This design comes from an exercise in tuning for small area on the open sky130 flow, not from production work.
RTL that was checked went through simulation tests only; none was proved equivalent to the original.
No activity file was given, so power comes from the tool's default toggle rates.

## oak
==> flow/design.v (excerpt) <==
module BinaryCalculatorTop(
    input Clk,
    input Reset,
    input ConfigDiv,
    input[31:0] Din,
    input ValidCmd,
    input InputKey,
    input RWMem,
    input[7:0] Addr,
    input[3:0] Sel,
    input[7:0] InA,
    input[7:0] InB,
    output CalcActive,
    output CalcMode,
    output CalcBusy,
    output DoutValid,
    output DataOut,
    output ClkTx);
    reg KeyS0, KeyS1, KeyS2;
    wire NextS2 = KeyS1 & (!InputKey & ValidCmd & !KeyS2 & KeyS0 | KeyS2 & !KeyS0) |
                  KeyS2 & !KeyS1 & (KeyS0 | ValidCmd);
    wire NextS1 = ValidCmd & !KeyS1 &
                  (!InputKey & !KeyS2 & KeyS0 | InputKey & KeyS2 & !KeyS0) |
                  KeyS1 & !KeyS0 & (InputKey & ValidCmd | KeyS2);
    wire NextS0 = InputKey & ValidCmd & !KeyS2 & !KeyS0 |
                  KeyS2 & !KeyS1 & (KeyS0 | !InputKey & ValidCmd);
    always @(posedge Clk, posedge Reset) begin
        if (Reset) begin
            KeyS0 <= 1'b0; KeyS1 <= 1'b0; KeyS2 <= 1'b0;
        end else begin
            KeyS0 <= NextS0; KeyS1 <= NextS1; KeyS2 <= NextS2;
        end
    end
    wire Mode   = KeyS2 & KeyS1 & !KeyS0;
  ...
For scale: ~2,800 cells after synthesis, about 780 flip-flops, ~72 I/O pins, about 32,000 µm² of cells after synthesis.
Settings: LEC_CHECK=0, CAP_MARGIN=20, CORE_MARGIN=2, CORE_UTILIZATION=60, CTS_CLUSTER_DIAMETER=80, CTS_CLUSTER_SIZE=26, SLEW_MARGIN=20, SYNTH_HIERARCHICAL=1; clock period 15.0 ns.
standard.sh (not shown) runs the stock make flow with config.mk's settings and CLKGATE_MAP_FILE= SYNTH_SCRIPT=/design/flow/synth_recipe.tcl, a recipe that flattens the netlist after the stock synthesis.
==> flow/flow/run.sh <==
#!/bin/bash
# The standard layout, with the port buffers made of the smallest buffer
# cell (buf_1) instead of the one buffer_ports picks by default.
set -e
export BUFFER_PORTS_ARGS="-buffer_cell sky130_fd_sc_hd__buf_1"
bash standard.sh > standard.log 2>&1
Input-level comparison between pine and oak:
--- a/flow/design.v
+++ b/flow/design.v
@@ -268,46 +268,50 @@
             else if (MdRun)
                 AluRes <= MdDiv ? {AluRes[6:0], QBit} : MdSum[7:0];
         end
     end
     wire [7:0] ResultOut = AluRes & {8{!(MdOp & MdKill)}};
     wire [31:0] TxWord = {AluFlagReg, ReadWord[19:16], ResultOut, ReadWord[15:0]};
     reg [30:0] Half;
     reg        Odd;
+    reg        Configured;
     reg [30:0] Count;
     reg        High;
     reg        Extra;
     wire       Load     = ConfigDiv & !Active;
     wire [30:0] HalfNext;
     wire [30:0] CountNext;
     wire       Reload;
     wire [30:0] CountDec;
     genvar hb;
     generate
         for (hb = 0; hb < 31; hb = hb + 1) begin : divmux
-            Sel2 half_mux(.S(Load), .SN(!Load), .A(Din[hb+1]), .B(Half[hb]), .Y(HalfNext[hb]));
+            Sel2 half_mux(.S(Load), .SN(!Load & Configured), .A(Din[hb+1]), .B(Half[hb]), .Y(HalfNext[hb]));
             Sel2 count_mux(.S(Reload), .SN(!Reload), .A(HalfNext[hb]), .B(CountDec[hb]), .Y(CountNext[hb]));
         end
     endgenerate
     wire       Upper0   = (Count[30:1] == 30'd0);
     wire       IsOne    = Upper0 & Count[0];
     wire       IsZero   = Upper0 & !Count[0];
     wire       HoldOne  = !High & Extra;
     assign     Reload   = !Active | IsZero | (IsOne & !HoldOne);
     assign     CountDec = Count - {30'd0, !(IsOne & HoldOne)};
     wire       TxTick   = Active & (IsZero | (!High & IsOne & !Extra));
     assign ClkTx = Active & (IsZero | High);
+    always @(posedge Clk) begin
+        Half <= HalfNext;
+    end
     always @(posedge Clk, posedge Reset) begin
         if (Reset) begin
-            Half <= 31'd0;
-            Odd  <= 1'b1;
-        end else begin
-            Half <= HalfNext;
-            if (Load) Odd <= Din[0];
+            Configured <= 1'b0;
+            Odd        <= 1'b1;
+        end else if (Load) begin
+            Configured <= 1'b1;
+            Odd        <= Din[0];
         end
     end
     always @(posedge Clk) begin
         Count <= CountNext;
         if (!Active) begin
             High <= 1'b1;
         end else if (IsOne) begin
             if (High) begin
==> comparison <==
oak -> pine: cell count flat. When pine is set beside oak, its fraction of power consumed by the clock network turns out to be 4.2 points smaller. Power came out higher on pine than on oak. On area growth from synthesis to final layout, pine and oak are neck and neck. The die area reported for pine is smaller than that of oak by 210 µm². The maximum clock frequency of pine is higher than that of oak. The share of synthesized cell area in full adder, half adder and majority cells on oak is in line with that on pine.
The RTL of oak was laid out without a check of its function.

separate check: timing with driven ports:
How much do the figures lean on ideal ports? The routed layouts below were timed once more, with nothing changed but the port constraints.
Step 1 (the two cells are an assumption about what drives the block):
set clk [get_ports {Clk}]
set_driving_cell -lib_cell sky130_fd_sc_hd__clkbuf_16 $clk
set_driving_cell -lib_cell sky130_fd_sc_hd__buf_2 [delete_from_list [all_inputs] $clk]
Step 2 moves the port delays by t, midway between the first and last clock arrival at a register: inputs arrive t later, outputs are due t later. That takes back most of the time a late clock gives input paths.
Slacks: ideal ports / drivers / drivers and shift; pairs: ideal ports / drivers.
run | t (ns) | setup WS [ns] | cell pins on the clock port's net
oak | 0.666 | 6.440 / 6.376 / 6.878 | 1
pine | 0.669 | 6.633 / 6.569 / 6.778 | 1
After both steps setup and hold are still met in every run listed.
